This design comes from an exercise in tuning for small area and a short achievable clock period on the open sky130 flow, not from production work. No run shown here included a check of the RTL's function; only the layout flow was run. No activity file was given, so power comes from the tool's default toggle rates.

==> flow/design.v (outline; a module is shown in full before it is edited, if it fits) <==
// module alu: 893 lines
module alu(FPUCLK, RST, A, B, CTRL, OUT);
  // ...
==> flow/flow/run.sh <==
#!/bin/bash
set -euo pipefail
cd "$(dirname "$0")/.."
export BUFFER_PORTS_ARGS="-buffer_cell sky130_fd_sc_hd__buf_2"
bash standard.sh > standard_flow.log 2>&1
==> flow/standard.sh <==
#!/bin/bash
# synth_recipe.tcl (not shown) runs the flow's synth.tcl, then flattens the netlist and writes it again
# the make line also repeats each setting of config.mk as NAME=value (left out here)
make -C /OpenROAD-flow-scripts/flow DESIGN_CONFIG=/design/flow/config.mk WORK_HOME=/design/flow/orfs CLKGATE_MAP_FILE= SYNTH_SCRIPT=/design/flow/synth_recipe.tcl "${@:-finish}"
==> flow/config.mk <==
export PLATFORM = sky130hd
export DESIGN_NAME = alu
export DESIGN_NICKNAME = alu
export VERILOG_FILES = /design/flow/design.v
export SDC_FILE = /design/flow/constraint.sdc
export NUM_CORES = 4
export LEC_CHECK = 0
export CAP_MARGIN = 20
export CELL_PAD_IN_SITES_DETAIL_PLACEMENT = 1
export CORE_MARGIN = 2
export CORE_UTILIZATION = 35
export CTS_BUF_LIST = sky130_fd_sc_hd__clkbuf_8
export SETUP_SLACK_MARGIN = 4
export SLEW_MARGIN = 20
export TNS_END_PERCENT = 5
==> flow/constraint.sdc <==
create_clock -name core_clock -period 7.0 [get_ports {FPUCLK}]
set_input_delay 1.4000 -clock core_clock [delete_from_list [all_inputs] [get_ports {FPUCLK}]]
set_output_delay 1.4000 -clock core_clock [all_outputs]
set_load 0.01 [all_outputs]
==> summary.txt, run 1 <==
Floorplan:
- The total area inside the core boundary comes to 0.0602 mm².

STA:
- After layout, the minimum clock period comes to 3.78 ns.
- The number of pins exceeding their max-slew limit in the final report is 0.
- The final period utilization is 54.0%.
- Setup repair after global routing could not meet its margin everywhere.

Finish:
- Multi-input combinational cells in the finished layout were counted as 2,083.
- The non-filler instance count after layout is 3,492.
- Of all the cell area in the finished design, the clock network holds 3.79%.
- Sequential cells make up 18.9% of the cell area.
- In the final layout, multi-input gates take up 64.1% of the cell area.

Job:
- The max capacitance violation total is 0.

Routing:
- The highest layer touched by signal routing is met5.
- The wire length per cell is 23.1 µm.

Pwr:
- The design draws 10.2 mW.
- For the sequential group, total power comes out at 2.08 mW.

Placed design:
- At the placement stage, the worst setup path has a slack of 2.71 ns.
- The instance count after placement with tap cells included is 3,336.
- Summing all placed instances gives a cell area of 0.0225 mm².

Synthesis:
- The area share of the largest cell type after synthesis is 17.5%.
- The share of the Yosys chip area taken by registers is 21.9%.
- The most instantiated flip-flop cell in the synthesis netlist is sky130_fd_sc_hd__dfxtp_1.
- The summed instance area of the synthesized netlist is 0.0213 mm².
- By area, the combinational part of the netlist is dominated by XOR/XNOR gates.

Setup path:
- The maximum fanout along the worst path is 2.
- The worst setup path is captured at an output pin.
- The family with the most delay on the worst path is compound AO/OA/AOI/OAI gates.
- The startpoint identified for the worst register-to-register timing path is r3_m[23].
- In this run the number of cells on the critical path is 9.

Min path:
- The worst hold path begins at r1_zero.
- The min-delay analysis places its worst path in the category reg2reg.

Outcome:
- The run finished with no timing, DRC or antenna violations.

Global route:
- The number of global-route vias before repair came to 21,400.
- For met3 alone, demand over resource in global routing was 4.69%.

Clocking:
- CTS built an H-tree with a depth of 2.
- The clock latency of the later-clocked register in the worst-skew pair is 0.59 ns.
==> module alu, before the edit <==
module alu(FPUCLK, RST, A, B, CTRL, OUT);
  input FPUCLK, RST;
  input [31:0] A, B;
  input [2:0] CTRL;
  output [31:0] OUT;
  wire s1, c2, x3, s4, c5, x6, s7, c8, s9, c10, x11, s12, c13, x14, s15, c16, x17, s18, c19, s20, c21, x22, s23, c24, x25, s26, c27, x28, s29, c30, s31, c32, x33, s34, c35, x36, s37, c38, x39, s40, c41, x42, s43, c44, x45, s46, c47, x48, s49, c50, x51, s52, c53, x54, s55, c56, x57, s58, c59, x60, s61, c62, x63, s64, c65, x66, s67, c68, x69, s70, c71, s72, c73, x74, s75, c76, x77, s78, c79, x80, s81, c82, x83, s84, c85, x86, s87, c88, s89, c90, x91, s92, c93, x94, s95, c96, x97, s98, c99, x100, s101, c102, x103, s104, c105, x106, s107, c108, x109, s110, c111, x112, s113, c114, x115, s116, c117, x118, s119, c120, x121, s122, c123, x124, s125, c126, x127, s128, c129, x130, s131, c132, x133, s134, c135, x136, s137, c138, x139, s140, c141, x142, s143, c144, x145, s146, c147, x148, s149, c150, x151, s152, c153, x154, s155, c156, x157, s158, c159, x160, s161, c162, x163, s164, c165, x166, s167, c168, x169, s170, c171, x172, s173, c174, x175, s176, c177, x178, s179, c180, x181, s182, c183, x184, s185, c186, x187, s188, c189, x190, s191, c192, x193, s194, c195, x196, s197, c198, x199, s200, c201, x202, s203, c204, x205, s206, c207, x208, s209, c210, x211, s212, c213, x214, s215, c216, x217, s218, c219, x220, s221, c222, x223, s224, c225, x226, s227, c228, x229, s230, c231, s232, c233, x234, s235, c236, x237, s238, c239, x240, s241, c242, x243, s244, c245, x246, s247, c248, x249, s250, c251, x252, s253, c254, x255, s256, c257, x258, s259, c260, x261, s262, c263, x264, s265, c266, x267, s268, c269, x270, s271, c272, x273, s274, c275, x276, s277, c278, x279, s280, c281, x282, s283, c284, x285, s286, c287, x288, s289, c290, x291, s292, c293, x294, s295, c296, x297, s298, c299, x300, s301, c302, x303, s304, c305, x306, s307, c308, x309, s310, c311, x312, s313, c314, x315, s316, c317, x318, s319, c320, x321, s322, c323, x324, s325, c326, x327, s328, c329, x330, s331, c332, x333, s334, c335, x336, s337, c338, x339, s340, c341, x342, s343, c344, x345, s346, c347, x348, s349, c350, x351, s352, c353, x354, s355, c356, x357, s358, c359, x360, s361, c362, x363, s364, c365, x366, s367, c368, x369, s370, c371, x372, s373, c374, s375, c376, x377, s378, c379, x380, s381, c382, s383, c384, x385, s386, c387, x388, s389, c390, x391, s392, c393, x394, s395, c396, x397, s398, c399, x400, s401, c402, x403, s404, c405, x406, s407, c408, x409, s410, c411, x412, s413, c414, x415, s416, c417, x418, s419, c420, x421, s422, c423, x424, s425, c426, x427, s428, c429, x430, s431, c432, x433, s434, c435, x436, s437, c438, x439, s440, c441, x442, s443, c444, x445, s446, c447, x448, s449, c450, x451, s452, c453, x454, s455, c456, x457, s458, c459, x460, s461, c462, x463, s464, c465, x466, s467, c468, x469, s470, c471, x472, s473, c474, x475, s476, c477, x478, s479, c480, x481, s482, c483, x484, s485, c486, x487, s488, c489, x490, s491, c492, x493, s494, c495, x496, s497, c498, x499, s500, c501, x502, s503, c504, x505, s506, c507, x508, s509, c510, x511, s512, c513, x514, s515, c516, x517, s518, c519, x520, s521, c522, x523, s524, c525, x526, s527, c528, x529, s530, c531, x532, s533, c534, s535, c536, x537, s538, c539, x540, s541, c542, x543, s544, c545, x546, s547, c548, x549, s550, c551, x552, s553, c554, x555, s556, c557, x558, s559, c560, x561, s562, c563, x564, s565, c566, x567, s568, c569, x570, s571, c572, x573, s574, c575, x576, s577, c578, x579, s580, c581, x582, s583, c584, x585, s586, c587, x588, s589, c590, x591, s592, c593, x594, s595, c596, x597, s598, c599, x600, s601, c602, x603, s604, c605, x606, s607, c608, x609, s610, c611, x612, s613, c614, x615, s616, c617, x618, s619, c620, x621, s622, c623, x624, s625, c626, x627, s628, c629, x630, s631, c632, x633, s634, c635, x636, s637, c638, x639, s640, c641, x642, s643, c644, x645, s646, c647, s648, c649, x650, s651, c652, x653, s654, c655, x656, s657, c658, x659, s660, c661, x662, s663, c664, x665, s666, c667, x668, s669, c670, x671, s672, c673, x674, s675, c676, x677, s678, c679, x680, s681, c682, x683, s684, c685, x686, s687, c688, x689, s690, c691, x692, s693, c694, x695, s696, c697, x698, s699, c700, x701, s702, c703, x704, s705, c706, x707, s708, c709, x710, s711, c712, s713, c714, x715, s716, c717, x718, s719, c720, x721, s722, c723, x724, s725, c726, x727, s728, c729, x730, s731, c732, x733, s734, c735, x736, s737, c738, x739, s740, c741, x742, s743, c744, x745, s746, c747, x748, s749, c750, x751, s752, c753, x754, s755, c756, x757, s758, c759, x760, s761, c762, x763, s764, c765, x766, s767, c768, x769, s770, c771, x772, s773, c774, x775, s776, c777, x778, s779, c780, x781;
  wire mul0 = CTRL[1], sub0 = CTRL[0];
  wire sa = A[31], sb = B[31];
  wire [7:0] ea = A[30:23], eb = B[30:23];
  wire [22:0] fa = A[22:0], fb = B[22:0];
  wire a_inf = &ea, b_inf = &eb;
  wire a_zero = ~|A, b_zero = ~|B;
  wire [7:0] dab = ea - eb;
  wire [7:0] dba = eb - ea;
  wire d_zero = (ea == eb);
  wire f_lt = (fa < fb);
  wire sp_b = a_zero;             
  wire sp_a = ~a_zero & b_zero;   
  wire sel_b = sp_b | (~sp_a & (dab[7] | (d_zero & f_lt)));
  wire [7:0] sh = dab[7] ? dba : dab;
  wire sh_big = (sh > 8'd23) | sp_a | sp_b;
  wire swap = ~mul0 & sel_b;
  wire eff_sub = sa ^ sb ^ sub0;
  wire [7:0] e_add = sel_b ? eb : ea;
  wire s_add = sp_b ? (sb | sub0) : (sel_b ? (sb ^ sub0) : sa);
  wire inf_s_add = a_inf ? sa : sb;
  wire [7:0] e_mul = ea + eb + 8'h81;
  wire s_mul = sa ^ sb;
  reg [22:0] ma, mb;        
  reg r1_swap, r1_mul, r1_sub, r1_shbig, r1_s, r1_inf, r1_zero;
  reg [4:0] r1_sh;
  reg [7:0] r1_e;
  always @(posedge FPUCLK) begin
    ma <= fa;
    mb <= fb;
    r1_swap <= swap;
    r1_mul <= mul0;
    r1_sub <= ~mul0 & eff_sub;
    r1_shbig <= sh_big;
    r1_sh <= sh[4:0];
    r1_e <= mul0 ? e_mul : e_add;
    r1_s <= mul0 ? s_mul : ((a_inf | b_inf) ? inf_s_add : s_add);
    r1_inf <= a_inf | b_inf;
    r1_zero <= mul0 & (a_zero | b_zero);
  end
  wire [22:0] xa = r1_swap ? mb : ma;
  wire [22:0] xb = r1_swap ? ma : mb;
  wire [23:0] big = {1'b1, xa};
  wire [23:0] sh0 = r1_shbig ? 24'd0 : {1'b1, xb};
  wire [23:0] sh1 = r1_sh[0] ? {1'b0, sh0[23:1]} : sh0;
  wire [23:0] sh2 = r1_sh[1] ? {2'b0, sh1[23:2]} : sh1;
  wire [23:0] sh3 = r1_sh[2] ? {4'b0, sh2[23:4]} : sh2;
  wire [23:0] sh4 = r1_sh[3] ? {8'b0, sh3[23:8]} : sh3;
  wire [23:0] sml = r1_sh[4] ? {16'b0, sh4[23:16]} : sh4;
  wire [23:0] smx = sml ^ {24{r1_sub}};
  assign x3 = mb[0] ^ (ma[22] & mb[1]);
  assign s1 = x3 ^ (ma[21] & mb[2]);
  assign c2 = x3 ? (ma[21] & mb[2]) : mb[0];
  assign x6 = (ma[20] & mb[3]) ^ (ma[19] & mb[4]);
  assign s4 = x6 ^ (ma[18] & mb[5]);
  assign c5 = x6 ? (ma[18] & mb[5]) : (ma[20] & mb[3]);
  assign s7 = (ma[17] & mb[6]) ^ (ma[16] & mb[7]);
  assign c8 = (ma[17] & mb[6]) & (ma[16] & mb[7]);
  assign x11 = mb[1] ^ (ma[22] & mb[2]);
  assign s9 = x11 ^ (ma[21] & mb[3]);
  assign c10 = x11 ? (ma[21] & mb[3]) : mb[1];
  assign x14 = (ma[20] & mb[4]) ^ (ma[19] & mb[5]);
  assign s12 = x14 ^ (ma[18] & mb[6]);
  assign c13 = x14 ? (ma[18] & mb[6]) : (ma[20] & mb[4]);
  assign x17 = (ma[17] & mb[7]) ^ (ma[16] & mb[8]);
  assign s15 = x17 ^ (ma[15] & mb[9]);
  assign c16 = x17 ? (ma[15] & mb[9]) : (ma[17] & mb[7]);
  assign s18 = (ma[14] & mb[10]) ^ (ma[13] & mb[11]);
  assign c19 = (ma[14] & mb[10]) & (ma[13] & mb[11]);
  assign x22 = mb[2] ^ (ma[22] & mb[3]);
  assign s20 = x22 ^ (ma[21] & mb[4]);
  assign c21 = x22 ? (ma[21] & mb[4]) : mb[2];
  assign x25 = (ma[20] & mb[5]) ^ (ma[19] & mb[6]);
  assign s23 = x25 ^ (ma[18] & mb[7]);
  assign c24 = x25 ? (ma[18] & mb[7]) : (ma[20] & mb[5]);
  assign x28 = (ma[17] & mb[8]) ^ (ma[16] & mb[9]);
  assign s26 = x28 ^ (ma[15] & mb[10]);
  assign c27 = x28 ? (ma[15] & mb[10]) : (ma[17] & mb[8]);
  assign s29 = (ma[14] & mb[11]) ^ (ma[13] & mb[12]);
  assign c30 = (ma[14] & mb[11]) & (ma[13] & mb[12]);
  assign x33 = mb[3] ^ (ma[22] & mb[4]);
  assign s31 = x33 ^ (ma[21] & mb[5]);
  assign c32 = x33 ? (ma[21] & mb[5]) : mb[3];
  assign x36 = (ma[20] & mb[6]) ^ (ma[19] & mb[7]);
  assign s34 = x36 ^ (ma[18] & mb[8]);
  assign c35 = x36 ? (ma[18] & mb[8]) : (ma[20] & mb[6]);
  assign x39 = (ma[17] & mb[9]) ^ (ma[16] & mb[10]);
  assign s37 = x39 ^ (ma[15] & mb[11]);
  assign c38 = x39 ? (ma[15] & mb[11]) : (ma[17] & mb[9]);
  assign x42 = mb[4] ^ (ma[22] & mb[5]);
  assign s40 = x42 ^ (ma[21] & mb[6]);
  assign c41 = x42 ? (ma[21] & mb[6]) : mb[4];
  assign x45 = (ma[20] & mb[7]) ^ (ma[19] & mb[8]);
  assign s43 = x45 ^ (ma[18] & mb[9]);
  assign c44 = x45 ? (ma[18] & mb[9]) : (ma[20] & mb[7]);
  assign x48 = mb[5] ^ (ma[22] & mb[6]);
  assign s46 = x48 ^ (ma[21] & mb[7]);
  assign c47 = x48 ? (ma[21] & mb[7]) : mb[5];
  assign x51 = s1 ^ s4;
  assign s49 = x51 ^ s7;
  assign c50 = x51 ? s7 : s1;
  assign x54 = (ma[15] & mb[8]) ^ (ma[14] & mb[9]);
  assign s52 = x54 ^ (ma[13] & mb[10]);
  assign c53 = x54 ? (ma[13] & mb[10]) : (ma[15] & mb[8]);
  assign x57 = (ma[12] & mb[11]) ^ (ma[11] & mb[12]);
  assign s55 = x57 ^ (ma[10] & mb[13]);
  assign c56 = x57 ? (ma[10] & mb[13]) : (ma[12] & mb[11]);
  assign x60 = s9 ^ s12;
  assign s58 = x60 ^ s15;
  assign c59 = x60 ? s15 : s9;
  assign x63 = s18 ^ (ma[12] & mb[12]);
  assign s61 = x63 ^ (ma[11] & mb[13]);
  assign c62 = x63 ? (ma[11] & mb[13]) : s18;
  assign x66 = (ma[10] & mb[14]) ^ (ma[9] & mb[15]);
  assign s64 = x66 ^ (ma[8] & mb[16]);
  assign c65 = x66 ? (ma[8] & mb[16]) : (ma[10] & mb[14]);
  assign x69 = (ma[7] & mb[17]) ^ (ma[6] & mb[18]);
  assign s67 = x69 ^ (ma[5] & mb[19]);
  assign c68 = x69 ? (ma[5] & mb[19]) : (ma[7] & mb[17]);
  assign s70 = (ma[4] & mb[20]) ^ (ma[3] & mb[21]);
  assign c71 = (ma[4] & mb[20]) & (ma[3] & mb[21]);
  assign x74 = s20 ^ s23;
  assign s72 = x74 ^ s26;
  assign c73 = x74 ? s26 : s20;
  assign x77 = s29 ^ (ma[12] & mb[13]);
  assign s75 = x77 ^ (ma[11] & mb[14]);
  assign c76 = x77 ? (ma[11] & mb[14]) : s29;
  assign x80 = (ma[10] & mb[15]) ^ (ma[9] & mb[16]);
  assign s78 = x80 ^ (ma[8] & mb[17]);
  assign c79 = x80 ? (ma[8] & mb[17]) : (ma[10] & mb[15]);
  assign x83 = (ma[7] & mb[18]) ^ (ma[6] & mb[19]);
  assign s81 = x83 ^ (ma[5] & mb[20]);
  assign c82 = x83 ? (ma[5] & mb[20]) : (ma[7] & mb[18]);
  assign x86 = (ma[4] & mb[21]) ^ (ma[3] & mb[22]);
  assign s84 = x86 ^ ma[2];
  assign c85 = x86 ? ma[2] : (ma[4] & mb[21]);
  assign s87 = c10 ^ c13;
  assign c88 = c10 & c13;
  assign x91 = s31 ^ s34;
  assign s89 = x91 ^ s37;
  assign c90 = x91 ? s37 : s31;
  assign x94 = (ma[14] & mb[12]) ^ (ma[13] & mb[13]);
  assign s92 = x94 ^ (ma[12] & mb[14]);
  assign c93 = x94 ? (ma[12] & mb[14]) : (ma[14] & mb[12]);
  assign x97 = (ma[11] & mb[15]) ^ (ma[10] & mb[16]);
  assign s95 = x97 ^ (ma[9] & mb[17]);
  assign c96 = x97 ? (ma[9] & mb[17]) : (ma[11] & mb[15]);
  assign x100 = (ma[8] & mb[18]) ^ (ma[7] & mb[19]);
  assign s98 = x100 ^ (ma[6] & mb[20]);
  assign c99 = x100 ? (ma[6] & mb[20]) : (ma[8] & mb[18]);
  assign x103 = (ma[5] & mb[21]) ^ (ma[4] & mb[22]);
  assign s101 = x103 ^ ma[3];
  assign c102 = x103 ? ma[3] : (ma[5] & mb[21]);
  assign x106 = c21 ^ c24;
  assign s104 = x106 ^ c27;
  assign c105 = x106 ? c27 : c21;
  assign x109 = s40 ^ s43;
  assign s107 = x109 ^ (ma[17] & mb[10]);
  assign c108 = x109 ? (ma[17] & mb[10]) : s40;
  assign x112 = (ma[16] & mb[11]) ^ (ma[15] & mb[12]);
  assign s110 = x112 ^ (ma[14] & mb[13]);
  assign c111 = x112 ? (ma[14] & mb[13]) : (ma[16] & mb[11]);
  assign x115 = (ma[13] & mb[14]) ^ (ma[12] & mb[15]);
  assign s113 = x115 ^ (ma[11] & mb[16]);
  assign c114 = x115 ? (ma[11] & mb[16]) : (ma[13] & mb[14]);
  assign x118 = (ma[10] & mb[17]) ^ (ma[9] & mb[18]);
  assign s116 = x118 ^ (ma[8] & mb[19]);
  assign c117 = x118 ? (ma[8] & mb[19]) : (ma[10] & mb[17]);
  assign x121 = (ma[7] & mb[20]) ^ (ma[6] & mb[21]);
  assign s119 = x121 ^ (ma[5] & mb[22]);
  assign c120 = x121 ? (ma[5] & mb[22]) : (ma[7] & mb[20]);
  assign x124 = ma[4] ^ c32;
  assign s122 = x124 ^ c35;
  assign c123 = x124 ? c35 : ma[4];
  assign x127 = s46 ^ (ma[20] & mb[8]);
  assign s125 = x127 ^ (ma[19] & mb[9]);
  assign c126 = x127 ? (ma[19] & mb[9]) : s46;
  assign x130 = (ma[18] & mb[10]) ^ (ma[17] & mb[11]);
  assign s128 = x130 ^ (ma[16] & mb[12]);
  assign c129 = x130 ? (ma[16] & mb[12]) : (ma[18] & mb[10]);
  assign x133 = (ma[15] & mb[13]) ^ (ma[14] & mb[14]);
  assign s131 = x133 ^ (ma[13] & mb[15]);
  assign c132 = x133 ? (ma[13] & mb[15]) : (ma[15] & mb[13]);
  assign x136 = (ma[12] & mb[16]) ^ (ma[11] & mb[17]);
  assign s134 = x136 ^ (ma[10] & mb[18]);
  assign c135 = x136 ? (ma[10] & mb[18]) : (ma[12] & mb[16]);
  assign x139 = (ma[9] & mb[19]) ^ (ma[8] & mb[20]);
  assign s137 = x139 ^ (ma[7] & mb[21]);
  assign c138 = x139 ? (ma[7] & mb[21]) : (ma[9] & mb[19]);
  assign x142 = (ma[6] & mb[22]) ^ ma[5];
  assign s140 = x142 ^ c41;
  assign c141 = x142 ? c41 : (ma[6] & mb[22]);
  assign x145 = mb[6] ^ (ma[22] & mb[7]);
  assign s143 = x145 ^ (ma[21] & mb[8]);
  assign c144 = x145 ? (ma[21] & mb[8]) : mb[6];
  assign x148 = (ma[20] & mb[9]) ^ (ma[19] & mb[10]);
  assign s146 = x148 ^ (ma[18] & mb[11]);
  assign c147 = x148 ? (ma[18] & mb[11]) : (ma[20] & mb[9]);
  assign x151 = (ma[17] & mb[12]) ^ (ma[16] & mb[13]);
  assign s149 = x151 ^ (ma[15] & mb[14]);
  assign c150 = x151 ? (ma[15] & mb[14]) : (ma[17] & mb[12]);
  assign x154 = (ma[14] & mb[15]) ^ (ma[13] & mb[16]);
  assign s152 = x154 ^ (ma[12] & mb[17]);
  assign c153 = x154 ? (ma[12] & mb[17]) : (ma[14] & mb[15]);
  assign x157 = (ma[11] & mb[18]) ^ (ma[10] & mb[19]);
  assign s155 = x157 ^ (ma[9] & mb[20]);
  assign c156 = x157 ? (ma[9] & mb[20]) : (ma[11] & mb[18]);
  assign x160 = (ma[8] & mb[21]) ^ (ma[7] & mb[22]);
  assign s158 = x160 ^ ma[6];
  assign c159 = x160 ? ma[6] : (ma[8] & mb[21]);
  assign x163 = mb[7] ^ (ma[22] & mb[8]);
  assign s161 = x163 ^ (ma[21] & mb[9]);
  assign c162 = x163 ? (ma[21] & mb[9]) : mb[7];
  assign x166 = (ma[20] & mb[10]) ^ (ma[19] & mb[11]);
  assign s164 = x166 ^ (ma[18] & mb[12]);
  assign c165 = x166 ? (ma[18] & mb[12]) : (ma[20] & mb[10]);
  assign x169 = (ma[17] & mb[13]) ^ (ma[16] & mb[14]);
  assign s167 = x169 ^ (ma[15] & mb[15]);
  assign c168 = x169 ? (ma[15] & mb[15]) : (ma[17] & mb[13]);
  assign x172 = (ma[14] & mb[16]) ^ (ma[13] & mb[17]);
  assign s170 = x172 ^ (ma[12] & mb[18]);
  assign c171 = x172 ? (ma[12] & mb[18]) : (ma[14] & mb[16]);
  assign x175 = (ma[11] & mb[19]) ^ (ma[10] & mb[20]);
  assign s173 = x175 ^ (ma[9] & mb[21]);
  assign c174 = x175 ? (ma[9] & mb[21]) : (ma[11] & mb[19]);
  assign x178 = mb[8] ^ (ma[22] & mb[9]);
  assign s176 = x178 ^ (ma[21] & mb[10]);
  assign c177 = x178 ? (ma[21] & mb[10]) : mb[8];
  assign x181 = (ma[20] & mb[11]) ^ (ma[19] & mb[12]);
  assign s179 = x181 ^ (ma[18] & mb[13]);
  assign c180 = x181 ? (ma[18] & mb[13]) : (ma[20] & mb[11]);
  assign x184 = (ma[17] & mb[14]) ^ (ma[16] & mb[15]);
  assign s182 = x184 ^ (ma[15] & mb[16]);
  assign c183 = x184 ? (ma[15] & mb[16]) : (ma[17] & mb[14]);
  assign x187 = (ma[14] & mb[17]) ^ (ma[13] & mb[18]);
  assign s185 = x187 ^ (ma[12] & mb[19]);
  assign c186 = x187 ? (ma[12] & mb[19]) : (ma[14] & mb[17]);
  assign x190 = mb[9] ^ (ma[22] & mb[10]);
  assign s188 = x190 ^ (ma[21] & mb[11]);
  assign c189 = x190 ? (ma[21] & mb[11]) : mb[9];
  assign x193 = (ma[20] & mb[12]) ^ (ma[19] & mb[13]);
  assign s191 = x193 ^ (ma[18] & mb[14]);
  assign c192 = x193 ? (ma[18] & mb[14]) : (ma[20] & mb[12]);
  assign x196 = (ma[17] & mb[15]) ^ (ma[16] & mb[16]);
  assign s194 = x196 ^ (ma[15] & mb[17]);
  assign c195 = x196 ? (ma[15] & mb[17]) : (ma[17] & mb[15]);
  assign x199 = mb[10] ^ (ma[22] & mb[11]);
  assign s197 = x199 ^ (ma[21] & mb[12]);
  assign c198 = x199 ? (ma[21] & mb[12]) : mb[10];
  assign x202 = (ma[20] & mb[13]) ^ (ma[19] & mb[14]);
  assign s200 = x202 ^ (ma[18] & mb[15]);
  assign c201 = x202 ? (ma[18] & mb[15]) : (ma[20] & mb[13]);
  assign x205 = mb[11] ^ (ma[22] & mb[12]);
  assign s203 = x205 ^ (ma[21] & mb[13]);
  assign c204 = x205 ? (ma[21] & mb[13]) : mb[11];
  assign x208 = s49 ^ s52;
  assign s206 = x208 ^ s55;
  assign c207 = x208 ? s55 : s49;
  assign x211 = (ma[9] & mb[14]) ^ (ma[8] & mb[15]);
  assign s209 = x211 ^ (ma[7] & mb[16]);
  assign c210 = x211 ? (ma[7] & mb[16]) : (ma[9] & mb[14]);
  assign x214 = s58 ^ s61;
  assign s212 = x214 ^ s64;
  assign c213 = x214 ? s64 : s58;
  assign x217 = s67 ^ s70;
  assign s215 = x217 ^ (ma[2] & mb[22]);
  assign c216 = x217 ? (ma[2] & mb[22]) : s67;
  assign x220 = ma[1] ^ c2;
  assign s218 = x220 ^ c5;
  assign c219 = x220 ? c5 : ma[1];
  assign x223 = s72 ^ s75;
  assign s221 = x223 ^ s78;
  assign c222 = x223 ? s78 : s72;
  assign x226 = s81 ^ s84;
  assign s224 = x226 ^ s87;
  assign c225 = x226 ? s87 : s81;
  assign x229 = c16 ^ c19;
  assign s227 = x229 ^ c59;
  assign c228 = x229 ? c59 : c16;
  assign s230 = c62 ^ c65;
  assign c231 = c62 & c65;
  assign x234 = s89 ^ s92;
  assign s232 = x234 ^ s95;
  assign c233 = x234 ? s95 : s89;
  assign x237 = s98 ^ s101;
  assign s235 = x237 ^ s104;
  assign c236 = x237 ? s104 : s98;
  assign x240 = c30 ^ c73;
  assign s238 = x240 ^ c76;
  assign c239 = x240 ? c76 : c30;
  assign x243 = c79 ^ c82;
  assign s241 = x243 ^ c85;
  assign c242 = x243 ? c85 : c79;
  assign x246 = s107 ^ s110;
  assign s244 = x246 ^ s113;
  assign c245 = x246 ? s113 : s107;
  assign x249 = s116 ^ s119;
  assign s247 = x249 ^ s122;
  assign c248 = x249 ? s122 : s116;
  assign x252 = c38 ^ c90;
  assign s250 = x252 ^ c93;
  assign c251 = x252 ? c93 : c38;
  assign x255 = c96 ^ c99;
  assign s253 = x255 ^ c102;
  assign c254 = x255 ? c102 : c96;
  assign x258 = s125 ^ s128;
  assign s256 = x258 ^ s131;
  assign c257 = x258 ? s131 : s125;
  assign x261 = s134 ^ s137;
  assign s259 = x261 ^ s140;
  assign c260 = x261 ? s140 : s134;
  assign x264 = c44 ^ c108;
  assign s262 = x264 ^ c111;
  assign c263 = x264 ? c111 : c44;
  assign x267 = c114 ^ c117;
  assign s265 = x267 ^ c120;
  assign c266 = x267 ? c120 : c114;
  assign x270 = s143 ^ s146;
  assign s268 = x270 ^ s149;
  assign c269 = x270 ? s149 : s143;
  assign x273 = s152 ^ s155;
  assign s271 = x273 ^ s158;
  assign c272 = x273 ? s158 : s152;
  assign x276 = c47 ^ c126;
  assign s274 = x276 ^ c129;
  assign c275 = x276 ? c129 : c47;
  assign x279 = c132 ^ c135;
  assign s277 = x279 ^ c138;
  assign c278 = x279 ? c138 : c132;
  assign x282 = s161 ^ s164;
  assign s280 = x282 ^ s167;
  assign c281 = x282 ? s167 : s161;
  assign x285 = s170 ^ s173;
  assign s283 = x285 ^ (ma[8] & mb[22]);
  assign c284 = x285 ? (ma[8] & mb[22]) : s170;
  assign x288 = ma[7] ^ c144;
  assign s286 = x288 ^ c147;
  assign c287 = x288 ? c147 : ma[7];
  assign x291 = c150 ^ c153;
  assign s289 = x291 ^ c156;
  assign c290 = x291 ? c156 : c150;
  assign x294 = s176 ^ s179;
  assign s292 = x294 ^ s182;
  assign c293 = x294 ? s182 : s176;
  assign x297 = s185 ^ (ma[11] & mb[20]);
  assign s295 = x297 ^ (ma[10] & mb[21]);
  assign c296 = x297 ? (ma[10] & mb[21]) : s185;
  assign x300 = (ma[9] & mb[22]) ^ ma[8];
  assign s298 = x300 ^ c162;
  assign c299 = x300 ? c162 : (ma[9] & mb[22]);
  assign x303 = c165 ^ c168;
  assign s301 = x303 ^ c171;
  assign c302 = x303 ? c171 : c165;
  assign x306 = s188 ^ s191;
  assign s304 = x306 ^ s194;
  assign c305 = x306 ? s194 : s188;
  assign x309 = (ma[14] & mb[18]) ^ (ma[13] & mb[19]);
  assign s307 = x309 ^ (ma[12] & mb[20]);
  assign c308 = x309 ? (ma[12] & mb[20]) : (ma[14] & mb[18]);
  assign x312 = (ma[11] & mb[21]) ^ (ma[10] & mb[22]);
  assign s310 = x312 ^ ma[9];
  assign c311 = x312 ? ma[9] : (ma[11] & mb[21]);
  assign x315 = c177 ^ c180;
  assign s313 = x315 ^ c183;
  assign c314 = x315 ? c183 : c177;
  assign x318 = s197 ^ s200;
  assign s316 = x318 ^ (ma[17] & mb[16]);
  assign c317 = x318 ? (ma[17] & mb[16]) : s197;
  assign x321 = (ma[16] & mb[17]) ^ (ma[15] & mb[18]);
  assign s319 = x321 ^ (ma[14] & mb[19]);
  assign c320 = x321 ? (ma[14] & mb[19]) : (ma[16] & mb[17]);
  assign x324 = (ma[13] & mb[20]) ^ (ma[12] & mb[21]);
  assign s322 = x324 ^ (ma[11] & mb[22]);
  assign c323 = x324 ? (ma[11] & mb[22]) : (ma[13] & mb[20]);
  assign x327 = ma[10] ^ c189;
  assign s325 = x327 ^ c192;
  assign c326 = x327 ? c192 : ma[10];
  assign x330 = s203 ^ (ma[20] & mb[14]);
  assign s328 = x330 ^ (ma[19] & mb[15]);
  assign c329 = x330 ? (ma[19] & mb[15]) : s203;
  assign x333 = (ma[18] & mb[16]) ^ (ma[17] & mb[17]);
  assign s331 = x333 ^ (ma[16] & mb[18]);
  assign c332 = x333 ? (ma[16] & mb[18]) : (ma[18] & mb[16]);
  assign x336 = (ma[15] & mb[19]) ^ (ma[14] & mb[20]);
  assign s334 = x336 ^ (ma[13] & mb[21]);
  assign c335 = x336 ? (ma[13] & mb[21]) : (ma[15] & mb[19]);
  assign x339 = (ma[12] & mb[22]) ^ ma[11];
  assign s337 = x339 ^ c198;
  assign c338 = x339 ? c198 : (ma[12] & mb[22]);
  assign x342 = mb[12] ^ (ma[22] & mb[13]);
  assign s340 = x342 ^ (ma[21] & mb[14]);
  assign c341 = x342 ? (ma[21] & mb[14]) : mb[12];
  assign x345 = (ma[20] & mb[15]) ^ (ma[19] & mb[16]);
  assign s343 = x345 ^ (ma[18] & mb[17]);
  assign c344 = x345 ? (ma[18] & mb[17]) : (ma[20] & mb[15]);
  assign x348 = (ma[17] & mb[18]) ^ (ma[16] & mb[19]);
  assign s346 = x348 ^ (ma[15] & mb[20]);
  assign c347 = x348 ? (ma[15] & mb[20]) : (ma[17] & mb[18]);
  assign x351 = (ma[14] & mb[21]) ^ (ma[13] & mb[22]);
  assign s349 = x351 ^ ma[12];
  assign c350 = x351 ? ma[12] : (ma[14] & mb[21]);
  assign x354 = mb[13] ^ (ma[22] & mb[14]);
  assign s352 = x354 ^ (ma[21] & mb[15]);
  assign c353 = x354 ? (ma[21] & mb[15]) : mb[13];
  assign x357 = (ma[20] & mb[16]) ^ (ma[19] & mb[17]);
  assign s355 = x357 ^ (ma[18] & mb[18]);
  assign c356 = x357 ? (ma[18] & mb[18]) : (ma[20] & mb[16]);
  assign x360 = (ma[17] & mb[19]) ^ (ma[16] & mb[20]);
  assign s358 = x360 ^ (ma[15] & mb[21]);
  assign c359 = x360 ? (ma[15] & mb[21]) : (ma[17] & mb[19]);
  assign x363 = mb[14] ^ (ma[22] & mb[15]);
  assign s361 = x363 ^ (ma[21] & mb[16]);
  assign c362 = x363 ? (ma[21] & mb[16]) : mb[14];
  assign x366 = (ma[20] & mb[17]) ^ (ma[19] & mb[18]);
  assign s364 = x366 ^ (ma[18] & mb[19]);
  assign c365 = x366 ? (ma[18] & mb[19]) : (ma[20] & mb[17]);
  assign x369 = mb[15] ^ (ma[22] & mb[16]);
  assign s367 = x369 ^ (ma[21] & mb[17]);
  assign c368 = x369 ? (ma[21] & mb[17]) : mb[15];
  assign x372 = s206 ^ s209;
  assign s370 = x372 ^ (ma[6] & mb[17]);
  assign c371 = x372 ? (ma[6] & mb[17]) : s206;
  assign s373 = (ma[5] & mb[18]) ^ (ma[4] & mb[19]);
  assign c374 = (ma[5] & mb[18]) & (ma[4] & mb[19]);
  assign x377 = s212 ^ s215;
  assign s375 = x377 ^ s218;
  assign c376 = x377 ? s218 : s212;
  assign x380 = c8 ^ c50;
  assign s378 = x380 ^ c53;
  assign c379 = x380 ? c53 : c8;
  assign s381 = c56 ^ c207;
  assign c382 = c56 & c207;
  assign x385 = s221 ^ s224;
  assign s383 = x385 ^ s227;
  assign c384 = x385 ? s227 : s221;
  assign x388 = s230 ^ c68;
  assign s386 = x388 ^ c71;
  assign c387 = x388 ? c71 : s230;
  assign x391 = c213 ^ c216;
  assign s389 = x391 ^ c219;
  assign c390 = x391 ? c219 : c213;
  assign x394 = s232 ^ s235;
  assign s392 = x394 ^ s238;
  assign c393 = x394 ? s238 : s232;
  assign x397 = s241 ^ c88;
  assign s395 = x397 ^ c222;
  assign c396 = x397 ? c222 : s241;
  assign x400 = c225 ^ c228;
  assign s398 = x400 ^ c231;
  assign c399 = x400 ? c231 : c225;
  assign x403 = s244 ^ s247;
  assign s401 = x403 ^ s250;
  assign c402 = x403 ? s250 : s244;
  assign x406 = s253 ^ c105;
  assign s404 = x406 ^ c233;
  assign c405 = x406 ? c233 : s253;
  assign x409 = c236 ^ c239;
  assign s407 = x409 ^ c242;
  assign c408 = x409 ? c242 : c236;
  assign x412 = s256 ^ s259;
  assign s410 = x412 ^ s262;
  assign c411 = x412 ? s262 : s256;
  assign x415 = s265 ^ c123;
  assign s413 = x415 ^ c245;
  assign c414 = x415 ? c245 : s265;
  assign x418 = c248 ^ c251;
  assign s416 = x418 ^ c254;
  assign c417 = x418 ? c254 : c248;
  assign x421 = s268 ^ s271;
  assign s419 = x421 ^ s274;
  assign c420 = x421 ? s274 : s268;
  assign x424 = s277 ^ c141;
  assign s422 = x424 ^ c257;
  assign c423 = x424 ? c257 : s277;
  assign x427 = c260 ^ c263;
  assign s425 = x427 ^ c266;
  assign c426 = x427 ? c266 : c260;
  assign x430 = s280 ^ s283;
  assign s428 = x430 ^ s286;
  assign c429 = x430 ? s286 : s280;
  assign x433 = s289 ^ c159;
  assign s431 = x433 ^ c269;
  assign c432 = x433 ? c269 : s289;
  assign x436 = c272 ^ c275;
  assign s434 = x436 ^ c278;
  assign c435 = x436 ? c278 : c272;
  assign x439 = s292 ^ s295;
  assign s437 = x439 ^ s298;
  assign c438 = x439 ? s298 : s292;
  assign x442 = s301 ^ c174;
  assign s440 = x442 ^ c281;
  assign c441 = x442 ? c281 : s301;
  assign x445 = c284 ^ c287;
  assign s443 = x445 ^ c290;
  assign c444 = x445 ? c290 : c284;
  assign x448 = s304 ^ s307;
  assign s446 = x448 ^ s310;
  assign c447 = x448 ? s310 : s304;
  assign x451 = s313 ^ c186;
  assign s449 = x451 ^ c293;
  assign c450 = x451 ? c293 : s313;
  assign x454 = c296 ^ c299;
  assign s452 = x454 ^ c302;
  assign c453 = x454 ? c302 : c296;
  assign x457 = s316 ^ s319;
  assign s455 = x457 ^ s322;
  assign c456 = x457 ? s322 : s316;
  assign x460 = s325 ^ c195;
  assign s458 = x460 ^ c305;
  assign c459 = x460 ? c305 : s325;
  assign x463 = c308 ^ c311;
  assign s461 = x463 ^ c314;
  assign c462 = x463 ? c314 : c308;
  assign x466 = s328 ^ s331;
  assign s464 = x466 ^ s334;
  assign c465 = x466 ? s334 : s328;
  assign x469 = s337 ^ c201;
  assign s467 = x469 ^ c317;
  assign c468 = x469 ? c317 : s337;
  assign x472 = c320 ^ c323;
  assign s470 = x472 ^ c326;
  assign c471 = x472 ? c326 : c320;
  assign x475 = s340 ^ s343;
  assign s473 = x475 ^ s346;
  assign c474 = x475 ? s346 : s340;
  assign x478 = s349 ^ c204;
  assign s476 = x478 ^ c329;
  assign c477 = x478 ? c329 : s349;
  assign x481 = c332 ^ c335;
  assign s479 = x481 ^ c338;
  assign c480 = x481 ? c338 : c332;
  assign x484 = s352 ^ s355;
  assign s482 = x484 ^ s358;
  assign c483 = x484 ? s358 : s352;
  assign x487 = (ma[14] & mb[22]) ^ ma[13];
  assign s485 = x487 ^ c341;
  assign c486 = x487 ? c341 : (ma[14] & mb[22]);
  assign x490 = c344 ^ c347;
  assign s488 = x490 ^ c350;
  assign c489 = x490 ? c350 : c344;
  assign x493 = s361 ^ s364;
  assign s491 = x493 ^ (ma[17] & mb[20]);
  assign c492 = x493 ? (ma[17] & mb[20]) : s361;
  assign x496 = (ma[16] & mb[21]) ^ (ma[15] & mb[22]);
  assign s494 = x496 ^ ma[14];
  assign c495 = x496 ? ma[14] : (ma[16] & mb[21]);
  assign x499 = c353 ^ c356;
  assign s497 = x499 ^ c359;
  assign c498 = x499 ? c359 : c353;
  assign x502 = s367 ^ (ma[20] & mb[18]);
  assign s500 = x502 ^ (ma[19] & mb[19]);
  assign c501 = x502 ? (ma[19] & mb[19]) : s367;
  assign x505 = (ma[18] & mb[20]) ^ (ma[17] & mb[21]);
  assign s503 = x505 ^ (ma[16] & mb[22]);
  assign c504 = x505 ? (ma[16] & mb[22]) : (ma[18] & mb[20]);
  assign x508 = ma[15] ^ c362;
  assign s506 = x508 ^ c365;
  assign c507 = x508 ? c365 : ma[15];
  assign x511 = mb[16] ^ (ma[22] & mb[17]);
  assign s509 = x511 ^ (ma[21] & mb[18]);
  assign c510 = x511 ? (ma[21] & mb[18]) : mb[16];
  assign x514 = (ma[20] & mb[19]) ^ (ma[19] & mb[20]);
  assign s512 = x514 ^ (ma[18] & mb[21]);
  assign c513 = x514 ? (ma[18] & mb[21]) : (ma[20] & mb[19]);
  assign x517 = (ma[17] & mb[22]) ^ ma[16];
  assign s515 = x517 ^ c368;
  assign c516 = x517 ? c368 : (ma[17] & mb[22]);
  assign x520 = mb[17] ^ (ma[22] & mb[18]);
  assign s518 = x520 ^ (ma[21] & mb[19]);
  assign c519 = x520 ? (ma[21] & mb[19]) : mb[17];
  assign x523 = (ma[20] & mb[20]) ^ (ma[19] & mb[21]);
  assign s521 = x523 ^ (ma[18] & mb[22]);
  assign c522 = x523 ? (ma[18] & mb[22]) : (ma[20] & mb[20]);
  assign x526 = mb[18] ^ (ma[22] & mb[19]);
  assign s524 = x526 ^ (ma[21] & mb[20]);
  assign c525 = x526 ? (ma[21] & mb[20]) : mb[18];
  assign x529 = s370 ^ s373;
  assign s527 = x529 ^ (ma[3] & mb[20]);
  assign c528 = x529 ? (ma[3] & mb[20]) : s370;
  assign x532 = s375 ^ s378;
  assign s530 = x532 ^ s381;
  assign c531 = x532 ? s381 : s375;
  assign s533 = c210 ^ c371;
  assign c534 = c210 & c371;
  assign x537 = s383 ^ s386;
  assign s535 = x537 ^ s389;
  assign c536 = x537 ? s389 : s383;
  assign x540 = c376 ^ c379;
  assign s538 = x540 ^ c382;
  assign c539 = x540 ? c382 : c376;
  assign x543 = s392 ^ s395;
  assign s541 = x543 ^ s398;
  assign c542 = x543 ? s398 : s392;
  assign x546 = c384 ^ c387;
  assign s544 = x546 ^ c390;
  assign c545 = x546 ? c390 : c384;
  assign x549 = s401 ^ s404;
  assign s547 = x549 ^ s407;
  assign c548 = x549 ? s407 : s401;
  assign x552 = c393 ^ c396;
  assign s550 = x552 ^ c399;
  assign c551 = x552 ? c399 : c393;
  assign x555 = s410 ^ s413;
  assign s553 = x555 ^ s416;
  assign c554 = x555 ? s416 : s410;
  assign x558 = c402 ^ c405;
  assign s556 = x558 ^ c408;
  assign c557 = x558 ? c408 : c402;
  assign x561 = s419 ^ s422;
  assign s559 = x561 ^ s425;
  assign c560 = x561 ? s425 : s419;
  assign x564 = c411 ^ c414;
  assign s562 = x564 ^ c417;
  assign c563 = x564 ? c417 : c411;
  assign x567 = s428 ^ s431;
  assign s565 = x567 ^ s434;
  assign c566 = x567 ? s434 : s428;
  assign x570 = c420 ^ c423;
  assign s568 = x570 ^ c426;
  assign c569 = x570 ? c426 : c420;
  assign x573 = s437 ^ s440;
  assign s571 = x573 ^ s443;
  assign c572 = x573 ? s443 : s437;
  assign x576 = c429 ^ c432;
  assign s574 = x576 ^ c435;
  assign c575 = x576 ? c435 : c429;
  assign x579 = s446 ^ s449;
  assign s577 = x579 ^ s452;
  assign c578 = x579 ? s452 : s446;
  assign x582 = c438 ^ c441;
  assign s580 = x582 ^ c444;
  assign c581 = x582 ? c444 : c438;
  assign x585 = s455 ^ s458;
  assign s583 = x585 ^ s461;
  assign c584 = x585 ? s461 : s455;
  assign x588 = c447 ^ c450;
  assign s586 = x588 ^ c453;
  assign c587 = x588 ? c453 : c447;
  assign x591 = s464 ^ s467;
  assign s589 = x591 ^ s470;
  assign c590 = x591 ? s470 : s464;
  assign x594 = c456 ^ c459;
  assign s592 = x594 ^ c462;
  assign c593 = x594 ? c462 : c456;
  assign x597 = s473 ^ s476;
  assign s595 = x597 ^ s479;
  assign c596 = x597 ? s479 : s473;
  assign x600 = c465 ^ c468;
  assign s598 = x600 ^ c471;
  assign c599 = x600 ? c471 : c465;
  assign x603 = s482 ^ s485;
  assign s601 = x603 ^ s488;
  assign c602 = x603 ? s488 : s482;
  assign x606 = c474 ^ c477;
  assign s604 = x606 ^ c480;
  assign c605 = x606 ? c480 : c474;
  assign x609 = s491 ^ s494;
  assign s607 = x609 ^ s497;
  assign c608 = x609 ? s497 : s491;
  assign x612 = c483 ^ c486;
  assign s610 = x612 ^ c489;
  assign c611 = x612 ? c489 : c483;
  assign x615 = s500 ^ s503;
  assign s613 = x615 ^ s506;
  assign c614 = x615 ? s506 : s500;
  assign x618 = c492 ^ c495;
  assign s616 = x618 ^ c498;
  assign c617 = x618 ? c498 : c492;
  assign x621 = s509 ^ s512;
  assign s619 = x621 ^ s515;
  assign c620 = x621 ? s515 : s509;
  assign x624 = c501 ^ c504;
  assign s622 = x624 ^ c507;
  assign c623 = x624 ? c507 : c501;
  assign x627 = s518 ^ s521;
  assign s625 = x627 ^ ma[17];
  assign c626 = x627 ? ma[17] : s518;
  assign x630 = c510 ^ c513;
  assign s628 = x630 ^ c516;
  assign c629 = x630 ? c516 : c510;
  assign x633 = s524 ^ (ma[20] & mb[21]);
  assign s631 = x633 ^ (ma[19] & mb[22]);
  assign c632 = x633 ? (ma[19] & mb[22]) : s524;
  assign x636 = ma[18] ^ c519;
  assign s634 = x636 ^ c522;
  assign c635 = x636 ? c522 : ma[18];
  assign x639 = mb[19] ^ (ma[22] & mb[20]);
  assign s637 = x639 ^ (ma[21] & mb[21]);
  assign c638 = x639 ? (ma[21] & mb[21]) : mb[19];
  assign x642 = (ma[20] & mb[22]) ^ ma[19];
  assign s640 = x642 ^ c525;
  assign c641 = x642 ? c525 : (ma[20] & mb[22]);
  assign x645 = mb[20] ^ (ma[22] & mb[21]);
  assign s643 = x645 ^ (ma[21] & mb[22]);
  assign c644 = x645 ? (ma[21] & mb[22]) : mb[20];
  assign s646 = s527 ^ (ma[2] & mb[21]);
  assign c647 = s527 & (ma[2] & mb[21]);
  assign x650 = s530 ^ s533;
  assign s648 = x650 ^ c374;
  assign c649 = x650 ? c374 : s530;
  assign x653 = s535 ^ s538;
  assign s651 = x653 ^ c531;
  assign c652 = x653 ? c531 : s535;
  assign x656 = s541 ^ s544;
  assign s654 = x656 ^ c536;
  assign c655 = x656 ? c536 : s541;
  assign x659 = s547 ^ s550;
  assign s657 = x659 ^ c542;
  assign c658 = x659 ? c542 : s547;
  assign x662 = s553 ^ s556;
  assign s660 = x662 ^ c548;
  assign c661 = x662 ? c548 : s553;
  assign x665 = s559 ^ s562;
  assign s663 = x665 ^ c554;
  assign c664 = x665 ? c554 : s559;
  assign x668 = s565 ^ s568;
  assign s666 = x668 ^ c560;
  assign c667 = x668 ? c560 : s565;
  assign x671 = s571 ^ s574;
  assign s669 = x671 ^ c566;
  assign c670 = x671 ? c566 : s571;
  assign x674 = s577 ^ s580;
  assign s672 = x674 ^ c572;
  assign c673 = x674 ? c572 : s577;
  assign x677 = s583 ^ s586;
  assign s675 = x677 ^ c578;
  assign c676 = x677 ? c578 : s583;
  assign x680 = s589 ^ s592;
  assign s678 = x680 ^ c584;
  assign c679 = x680 ? c584 : s589;
  assign x683 = s595 ^ s598;
  assign s681 = x683 ^ c590;
  assign c682 = x683 ? c590 : s595;
  assign x686 = s601 ^ s604;
  assign s684 = x686 ^ c596;
  assign c685 = x686 ? c596 : s601;
  assign x689 = s607 ^ s610;
  assign s687 = x689 ^ c602;
  assign c688 = x689 ? c602 : s607;
  assign x692 = s613 ^ s616;
  assign s690 = x692 ^ c608;
  assign c691 = x692 ? c608 : s613;
  assign x695 = s619 ^ s622;
  assign s693 = x695 ^ c614;
  assign c694 = x695 ? c614 : s619;
  assign x698 = s625 ^ s628;
  assign s696 = x698 ^ c620;
  assign c697 = x698 ? c620 : s625;
  assign x701 = s631 ^ s634;
  assign s699 = x701 ^ c626;
  assign c700 = x701 ? c626 : s631;
  assign x704 = s637 ^ s640;
  assign s702 = x704 ^ c632;
  assign c703 = x704 ? c632 : s637;
  assign x707 = s643 ^ ma[20];
  assign s705 = x707 ^ c638;
  assign c706 = x707 ? c638 : s643;
  assign x710 = mb[21] ^ (ma[22] & mb[22]);
  assign s708 = x710 ^ ma[21];
  assign c709 = x710 ? ma[21] : mb[21];
  reg [70:0] r2_m;
  reg [7:0] r2_e;
  reg r2_mul, r2_sub, r2_s, r2_inf, r2_zero;
  always @(posedge FPUCLK) begin
    r2_m <= {(r1_mul ? 1'b0 : smx[23]), (r1_mul ? 1'b0 : big[23]), (r1_mul & c709), (r1_mul ? ma[22] : smx[22]), (r1_mul ? mb[22] : big[22]), (r1_mul & c706), (r1_mul ? c644 : smx[21]), (r1_mul ? s708 : big[21]), (r1_mul & c703), (r1_mul ? c641 : smx[20]), (r1_mul ? s705 : big[20]), (r1_mul & c700), (r1_mul ? c635 : smx[19]), (r1_mul ? s702 : big[19]), (r1_mul & c697), (r1_mul ? c629 : smx[18]), (r1_mul ? s699 : big[18]), (r1_mul & c694), (r1_mul ? c623 : smx[17]), (r1_mul ? s696 : big[17]), (r1_mul & c691), (r1_mul ? c617 : smx[16]), (r1_mul ? s693 : big[16]), (r1_mul & c688), (r1_mul ? c611 : smx[15]), (r1_mul ? s690 : big[15]), (r1_mul & c685), (r1_mul ? c605 : smx[14]), (r1_mul ? s687 : big[14]), (r1_mul & c682), (r1_mul ? c599 : smx[13]), (r1_mul ? s684 : big[13]), (r1_mul & c679), (r1_mul ? c593 : smx[12]), (r1_mul ? s681 : big[12]), (r1_mul & c676), (r1_mul ? c587 : smx[11]), (r1_mul ? s678 : big[11]), (r1_mul & c673), (r1_mul ? c581 : smx[10]), (r1_mul ? s675 : big[10]), (r1_mul & c670), (r1_mul ? c575 : smx[9]), (r1_mul ? s672 : big[9]), (r1_mul & c667), (r1_mul ? c569 : smx[8]), (r1_mul ? s669 : big[8]), (r1_mul & c664), (r1_mul ? c563 : smx[7]), (r1_mul ? s666 : big[7]), (r1_mul & c661), (r1_mul ? c557 : smx[6]), (r1_mul ? s663 : big[6]), (r1_mul & c658), (r1_mul ? c551 : smx[5]), (r1_mul ? s660 : big[5]), (r1_mul & c655), (r1_mul ? c545 : smx[4]), (r1_mul ? s657 : big[4]), (r1_mul & c652), (r1_mul ? c539 : smx[3]), (r1_mul ? s654 : big[3]), (r1_mul & c649), (r1_mul ? c534 : smx[2]), (r1_mul ? s651 : big[2]), (r1_mul & c647), (r1_mul ? c528 : smx[1]), (r1_mul ? s648 : big[1]), (r1_mul ? ma[0] : r1_sub), (r1_mul ? (ma[1] & mb[22]) : smx[0]), (r1_mul ? s646 : big[0])};
    r2_e <= r1_e;
    r2_mul <= r1_mul;
    r2_sub <= r1_sub;
    r2_s <= r1_s;
    r2_inf <= r1_inf;
    r2_zero <= r1_zero;
  end
  assign s711 = r2_m[0] ^ r2_m[1];
  assign c712 = r2_m[0] & r2_m[1];
  assign x715 = r2_m[3] ^ r2_m[4];
  assign s713 = x715 ^ r2_m[5];
  assign c714 = x715 ? r2_m[5] : r2_m[3];
  assign x718 = r2_m[6] ^ r2_m[7];
  assign s716 = x718 ^ r2_m[8];
  assign c717 = x718 ? r2_m[8] : r2_m[6];
  assign x721 = r2_m[9] ^ r2_m[10];
  assign s719 = x721 ^ r2_m[11];
  assign c720 = x721 ? r2_m[11] : r2_m[9];
  assign x724 = r2_m[12] ^ r2_m[13];
  assign s722 = x724 ^ r2_m[14];
  assign c723 = x724 ? r2_m[14] : r2_m[12];
  assign x727 = r2_m[15] ^ r2_m[16];
  assign s725 = x727 ^ r2_m[17];
  assign c726 = x727 ? r2_m[17] : r2_m[15];
  assign x730 = r2_m[18] ^ r2_m[19];
  assign s728 = x730 ^ r2_m[20];
  assign c729 = x730 ? r2_m[20] : r2_m[18];
  assign x733 = r2_m[21] ^ r2_m[22];
  assign s731 = x733 ^ r2_m[23];
  assign c732 = x733 ? r2_m[23] : r2_m[21];
  assign x736 = r2_m[24] ^ r2_m[25];
  assign s734 = x736 ^ r2_m[26];
  assign c735 = x736 ? r2_m[26] : r2_m[24];
  assign x739 = r2_m[27] ^ r2_m[28];
  assign s737 = x739 ^ r2_m[29];
  assign c738 = x739 ? r2_m[29] : r2_m[27];
  assign x742 = r2_m[30] ^ r2_m[31];
  assign s740 = x742 ^ r2_m[32];
  assign c741 = x742 ? r2_m[32] : r2_m[30];
  assign x745 = r2_m[33] ^ r2_m[34];
  assign s743 = x745 ^ r2_m[35];
  assign c744 = x745 ? r2_m[35] : r2_m[33];
  assign x748 = r2_m[36] ^ r2_m[37];
  assign s746 = x748 ^ r2_m[38];
  assign c747 = x748 ? r2_m[38] : r2_m[36];
  assign x751 = r2_m[39] ^ r2_m[40];
  assign s749 = x751 ^ r2_m[41];
  assign c750 = x751 ? r2_m[41] : r2_m[39];
  assign x754 = r2_m[42] ^ r2_m[43];
  assign s752 = x754 ^ r2_m[44];
  assign c753 = x754 ? r2_m[44] : r2_m[42];
  assign x757 = r2_m[45] ^ r2_m[46];
  assign s755 = x757 ^ r2_m[47];
  assign c756 = x757 ? r2_m[47] : r2_m[45];
  assign x760 = r2_m[48] ^ r2_m[49];
  assign s758 = x760 ^ r2_m[50];
  assign c759 = x760 ? r2_m[50] : r2_m[48];
  assign x763 = r2_m[51] ^ r2_m[52];
  assign s761 = x763 ^ r2_m[53];
  assign c762 = x763 ? r2_m[53] : r2_m[51];
  assign x766 = r2_m[54] ^ r2_m[55];
  assign s764 = x766 ^ r2_m[56];
  assign c765 = x766 ? r2_m[56] : r2_m[54];
  assign x769 = r2_m[57] ^ r2_m[58];
  assign s767 = x769 ^ r2_m[59];
  assign c768 = x769 ? r2_m[59] : r2_m[57];
  assign x772 = r2_m[60] ^ r2_m[61];
  assign s770 = x772 ^ r2_m[62];
  assign c771 = x772 ? r2_m[62] : r2_m[60];
  assign x775 = r2_m[63] ^ r2_m[64];
  assign s773 = x775 ^ r2_m[65];
  assign c774 = x775 ? r2_m[65] : r2_m[63];
  assign x778 = r2_m[66] ^ r2_m[67];
  assign s776 = x778 ^ r2_m[68];
  assign c777 = x778 ? r2_m[68] : r2_m[66];
  assign x781 = r2_m[69] ^ r2_m[70];
  assign s779 = x781 ^ r2_mul;
  assign c780 = x781 ? r2_mul : r2_m[69];
  wire [24:0] mrow0 = {c780, s779, s776, s773, s770, s767, s764, s761, s758, s755, s752, s749, s746, s743, s740, s737, s734, s731, s728, s725, s722, s719, s716, s713, s711};
  wire [24:0] mrow1 = {1'b0, c777, c774, c771, c768, c765, c762, c759, c756, c753, c750, c747, c744, c741, c738, c735, c732, c729, c726, c723, c720, c717, c714, c712, r2_m[2]};
  wire [24:0] msum = mrow0 + mrow1;
  wire [24:0] m3 = {msum[24] & ~r2_sub, msum[23:0]};
  reg [24:0] r3_m;
  reg [7:0] r3_e;
  reg r3_s, r3_inf, r3_zero;
  always @(posedge FPUCLK) begin
    r3_m <= m3;
    r3_e <= r2_e;
    r3_s <= r2_s;
    r3_inf <= r2_inf;
    r3_zero <= r2_zero;
  end
  reg [4:0] lz;
  integer i;
  always @(*) begin
    lz = 5'd24;
    for (i = 0; i < 24; i = i + 1)
      if (r3_m[i]) lz = 5'd23 - i;
  end
  wire [23:0] nsh = r3_m[23:0] << lz;
  wire m_zero = ~|r3_m;
  wire [22:0] frac = r3_m[24] ? r3_m[23:1] : nsh[22:0];
  wire [7:0] r3_e1 = r3_e + 8'd1;
  wire kill = r3_zero | m_zero;                  
  wire fixed = r3_inf | kill;                    
  wire [7:0] e_base = r3_inf ? 8'hff : kill ? 8'h00 : (r3_m[24] ? r3_e1 : r3_e);
  wire [4:0] e_dec = (fixed | r3_m[24]) ? 5'd0 : lz;
  reg r4_s;
  reg [7:0] r4_e;
  reg [4:0] r4_d;
  reg [22:0] r4_f;
  always @(posedge FPUCLK or negedge RST) begin
    if (!RST) begin
      r4_s <= 1'b0; r4_e <= 8'd0; r4_d <= 5'd0; r4_f <= 23'd0;
    end else begin
      r4_s <= r3_s & (r3_inf | ~kill);
      r4_e <= e_base;
      r4_d <= e_dec;
      r4_f <= fixed ? 23'd0 : frac;
    end
  end
  assign OUT = {r4_s, r4_e - {3'b0, r4_d}, r4_f};
endmodule
==> run 2: changes to the inputs <==
--- a/flow/design.v
+++ b/flow/design.v
@@ -23,4 +23,2 @@
   wire eff_sub = sa ^ sb ^ sub0;
-  wire [7:0] e_add = sel_b ? eb : ea;
-  wire s_add = sp_b ? (sb | sub0) : (sel_b ? (sb ^ sub0) : sa);
   wire inf_s_add = a_inf ? sa : sb;
@@ -29,5 +27,5 @@
   reg [22:0] ma, mb;        
-  reg r1_swap, r1_mul, r1_sub, r1_shbig, r1_s, r1_inf, r1_zero;
+  reg r1_swap, r1_mul, r1_sub, r1_shbig, r1_sa, r1_sb, r1_inf, r1_zero;
   reg [4:0] r1_sh;
-  reg [7:0] r1_e;
+  reg [7:0] r1_ea, r1_eb;
   always @(posedge FPUCLK) begin
@@ -40,4 +38,6 @@
     r1_sh <= sh[4:0];
-    r1_e <= mul0 ? e_mul : e_add;
-    r1_s <= mul0 ? s_mul : ((a_inf | b_inf) ? inf_s_add : s_add);
+    r1_ea <= mul0 ? e_mul : ea;
+    r1_eb <= eb;
+    r1_sa <= mul0 ? s_mul : ((a_inf | b_inf) ? inf_s_add : sa);
+    r1_sb <= (a_inf | b_inf) ? inf_s_add : (sp_b ? (sb | sub0) : (sb ^ sub0));
     r1_inf <= a_inf | b_inf;
@@ -770,6 +770,6 @@
     r2_m <= {(r1_mul ? 1'b0 : smx[23]), (r1_mul ? 1'b0 : big[23]), (r1_mul & c709), (r1_mul ? ma[22] : smx[22]), (r1_mul ? mb[22] : big[22]), (r1_mul & c706), (r1_mul ? c644 : smx[21]), (r1_mul ? s708 : big[21]), (r1_mul & c703), (r1_mul ? c641 : smx[20]), (r1_mul ? s705 : big[20]), (r1_mul & c700), (r1_mul ? c635 : smx[19]), (r1_mul ? s702 : big[19]), (r1_mul & c697), (r1_mul ? c629 : smx[18]), (r1_mul ? s699 : big[18]), (r1_mul & c694), (r1_mul ? c623 : smx[17]), (r1_mul ? s696 : big[17]), (r1_mul & c691), (r1_mul ? c617 : smx[16]), (r1_mul ? s693 : big[16]), (r1_mul & c688), (r1_mul ? c611 : smx[15]), (r1_mul ? s690 : big[15]), (r1_mul & c685), (r1_mul ? c605 : smx[14]), (r1_mul ? s687 : big[14]), (r1_mul & c682), (r1_mul ? c599 : smx[13]), (r1_mul ? s684 : big[13]), (r1_mul & c679), (r1_mul ? c593 : smx[12]), (r1_mul ? s681 : big[12]), (r1_mul & c676), (r1_mul ? c587 : smx[11]), (r1_mul ? s678 : big[11]), (r1_mul & c673), (r1_mul ? c581 : smx[10]), (r1_mul ? s675 : big[10]), (r1_mul & c670), (r1_mul ? c575 : smx[9]), (r1_mul ? s672 : big[9]), (r1_mul & c667), (r1_mul ? c569 : smx[8]), (r1_mul ? s669 : big[8]), (r1_mul & c664), (r1_mul ? c563 : smx[7]), (r1_mul ? s666 : big[7]), (r1_mul & c661), (r1_mul ? c557 : smx[6]), (r1_mul ? s663 : big[6]), (r1_mul & c658), (r1_mul ? c551 : smx[5]), (r1_mul ? s660 : big[5]), (r1_mul & c655), (r1_mul ? c545 : smx[4]), (r1_mul ? s657 : big[4]), (r1_mul & c652), (r1_mul ? c539 : smx[3]), (r1_mul ? s654 : big[3]), (r1_mul & c649), (r1_mul ? c534 : smx[2]), (r1_mul ? s651 : big[2]), (r1_mul & c647), (r1_mul ? c528 : smx[1]), (r1_mul ? s648 : big[1]), (r1_mul ? ma[0] : r1_sub), (r1_mul ? (ma[1] & mb[22]) : smx[0]), (r1_mul ? s646 : big[0])};
-    r2_e <= r1_e;
+    r2_e <= r1_swap ? r1_eb : r1_ea;
     r2_mul <= r1_mul;
     r2_sub <= r1_sub;
-    r2_s <= r1_s;
+    r2_s <= r1_swap ? r1_sb : r1_sa;
     r2_inf <= r1_inf;
@@ -877,5 +877,7 @@
   wire [4:0] e_dec = (fixed | r3_m[24]) ? 5'd0 : lz;
-  reg r4_s;
-  reg [7:0] r4_e;
-  reg [4:0] r4_d;
+  wire [5:0] e_lo = {1'b0, e_base[4:0]} - {1'b0, e_dec};
+  wire [2:0] e_hm1 = e_base[7:5] - 3'd1;
+  reg r4_s, r4_b, r4_fx;
+  reg [4:0] r4_lo;
+  reg [2:0] r4_hi, r4_hm1;
   reg [22:0] r4_f;
@@ -883,11 +885,14 @@
     if (!RST) begin
-      r4_s <= 1'b0; r4_e <= 8'd0; r4_d <= 5'd0; r4_f <= 23'd0;
+      r4_s <= 1'b0; r4_b <= 1'b0; r4_fx <= 1'b0; r4_lo <= 5'd0; r4_hi <= 3'd0; r4_hm1 <= 3'd0; r4_f <= 23'd0;
     end else begin
       r4_s <= r3_s & (r3_inf | ~kill);
-      r4_e <= e_base;
-      r4_d <= e_dec;
-      r4_f <= fixed ? 23'd0 : frac;
+      r4_b <= e_lo[5];
+      r4_lo <= e_lo[4:0];
+      r4_hi <= e_base[7:5];
+      r4_hm1 <= e_hm1;
+      r4_fx <= fixed;
+      r4_f <= frac;
     end
   end
-  assign OUT = {r4_s, r4_e - {3'b0, r4_d}, r4_f};
+  assign OUT = {r4_s, r4_b ? r4_hm1 : r4_hi, r4_lo, r4_f & {23{~r4_fx}}};
 endmodule
--- a/flow/config.mk
+++ b/flow/config.mk
@@ -11,3 +11,2 @@
 export CORE_UTILIZATION = 35
-export CTS_BUF_LIST = sky130_fd_sc_hd__clkbuf_8
 export SETUP_SLACK_MARGIN = 4
==> run 2 against run 1 <==
  * Combinational power rose by 4.7%
  * Critical endpoint is now r1_shbig
  * Register-to-register slack gained 0.24 ns
  * Core utilization shrank 0.53 points
  * Highest routed layer is now met4
  * Sequential share of layout area up 1.0 points
  * Global-route usage is 2.9 points lower
==> summary.txt, run 2 <==
STA:
- The clock period minus final worst setup slack is 3.56 ns (was 3.78 ns).
- Setup repair after global routing missed its margin: yes (unchanged).
- The final period utilization is 50.9% (was 54.0%).
- The number of pins exceeding their max-slew limit in the final report came to 0 (unchanged).

Synthesis:
- The summed instance area of the synthesized netlist is 0.0214 mm² (was 0.0213 mm²).
- The portion of the post-synthesis area used by sequential elements is 22.6% (was 21.9%).
- The area share of the largest cell type after synthesis came to 18.3% (was 17.5%).

Floorplan:
- The standard cell core area is 0.0604 mm² (was 0.0602 mm²).
- The area of the die came to 0.0631 mm² (was 0.0628 mm²).

Setup path:
- The maximum fanout along the worst path is 7 (was 2).
- The family with the most delay on the worst path is compound AO/OA/AOI/OAI gates (unchanged).
- The endpoint class of the critical path is a flip-flop (was output pin).

Clocking:
- The clock tree root driver cell was sky130_fd_sc_hd__clkbuf_16 (was sky130_fd_sc_hd__clkbuf_8).
- The clock latency of the later-clocked register in the worst-skew pair is 0.57 ns (was 0.59 ns).
- The count of H-tree levels built during CTS is 1 (was 2).
- The CTS buffer count is 24 (was 39).

Min path:
- The type of the most critical hold path is reg2reg (unchanged).

Global route:
- The number of global-route vias before repair is 19,900 (was 21,400).
- The maximum number of pins on one net before global-route repair is 52 (unchanged).

Outcome:
- Status: timing/DRC/antenna clean (unchanged).

Routing:
- The wire length per cell is 21.9 µm (was 23.1 µm).

Job:
- The max capacitance violation total is 0 (unchanged).

Pwr:
- The post-layout total power is 10.5 mW (was 10.2 mW).
[run 2: cell count changes after synthesis, sizes merged, moves of 17 or more]
cell,delta
buf,+28
clkbuf,-25
mux2,+19
nor2b,+25
xnor2,+46
xnor3,-21
xor2,+17
[run 2: path summary, 6_finish.rpt]
path	endpoint	cells after the start	slack (ns)	startpoint
max in group asynchronous	r4_hm1[2]	1	5.55	RST
min in group asynchronous	r4_f[11]	1	0.94	RST
max	r1_shbig	14	3.44	A[28]
min	r3_inf	0	0.33	r2_inf
max reg2reg	r3_m[24]	15	3.62	r2_m[0]
min reg2reg	r3_inf	0	0.33	r2_inf
[run 2: area by class of cell]
| class | instances | area, µm² | area share [%] |
|---|---|---|---|
| multi-input cells | 2098 | 16000 | 64.2 |
| clock inverters | 16 | 175 | 0.703 |
| inverters | 121 | 458 | 1.84 |
| flip-flops and latches | 232 | 4950 | 19.9 |
| well taps | 782 | 978 | 3.92 |
| repair buffers | 202 | 1680 | 6.75 |
| clock buffers | 28 | 667 | 2.67 |
[run 2: power groups by stage]
| stage | Clock [mW] | Sequential [mW] | Combinational [mW] |
|---|---|---|---|
| final | 1.38 | 2.22 | 6.90 |
| after global routing | 1.45 | 2.26 | 7.42 |
| after CTS | 1.39 | 2.20 | 6.48 |
| after detailed placement | 0 | 2.20 | 5.89 |
| after global placement | 0 | 2.19 | 5.71 |
| after floorplan | 0 | 1.96 | 4.66 |
[run 2: metrics by stage]
step                      cells  hold WS, ns  setup slack [ns]  utilization, %  area (µm²)
after floorplan            2599        0.310              3.56               -       21400
after detailed placement   3357        0.313              2.81            37.3       22500
final                      3479        0.328              3.44            41.3       24900
after global placement     3357        0.311              2.83            37.3       22500
after global routing       3479        0.334              3.40            41.3       24900
after CTS                  3438        0.329              3.71            40.0       24100
[run 2: cell families (layout without fill, tap and decap cells)]
| logic type | after synthesis | count (layout) | share of synthesized area (%) |
|---|---|---|---|
| simple gates | 719 | 719 | 14.6 |
| xor+xnor | 559 | 559 | 24.2 |
| compound gates | 427 | 427 | 12.1 |
| fa+ha+maj | 270 | 270 | 14.0 |
| buf+inv | 269 | 367 | 5.11 |
| flops | 232 | 232 | 22.6 |
| mux | 123 | 123 | 7.41 |
[run 2: what timing repair did]
| action | in CTS | in global routing |
|---|---|---|
| resized for setup | 121 | 80 |
| pin swaps | 37 | 50 |
| cloned | 2 | 7 |
| setup buffers | 35 | 33 |
| endpoints found under the setup margin | 121 | 113 |
[run 2: per-layer routing]
metal | GRT usage (%) | part of all wire, %
met5 | 0 | 0
met2 | 38.0 | 47
met1 | 27.4 | 41
met4 | 9.32 | 5.2
met3 | 2.66 | 6.7

[re-timing with driven ports]
Ports are ideal in the flow. The routed layouts listed here were re-timed in OpenROAD. Step 1, drivers: a clkbuf_16 drives FPUCLK and a buf_2 each remaining input, both assumed. Step 2, shift: input delay + t, output delay - t, t = (earliest + latest rising clock arrival at the registers) / 2. This alone moves slack from input paths to output paths. a / b / c = no drivers / after step 1 / after step 2; a / b = the first two.
run | shift t [ns] | setup slack, ns | worst setup path at the end
run 1 | 0.638 | 3.217 / 3.154 / 2.849 | input to register
run 2 | 0.615 | 3.440 / 3.478 / 2.863 | input to register
After both steps every run listed still meets setup and hold. The setup slack of run 2, which loses most, moves by +0.038 ns with the drivers and by -0.577 ns with both steps.
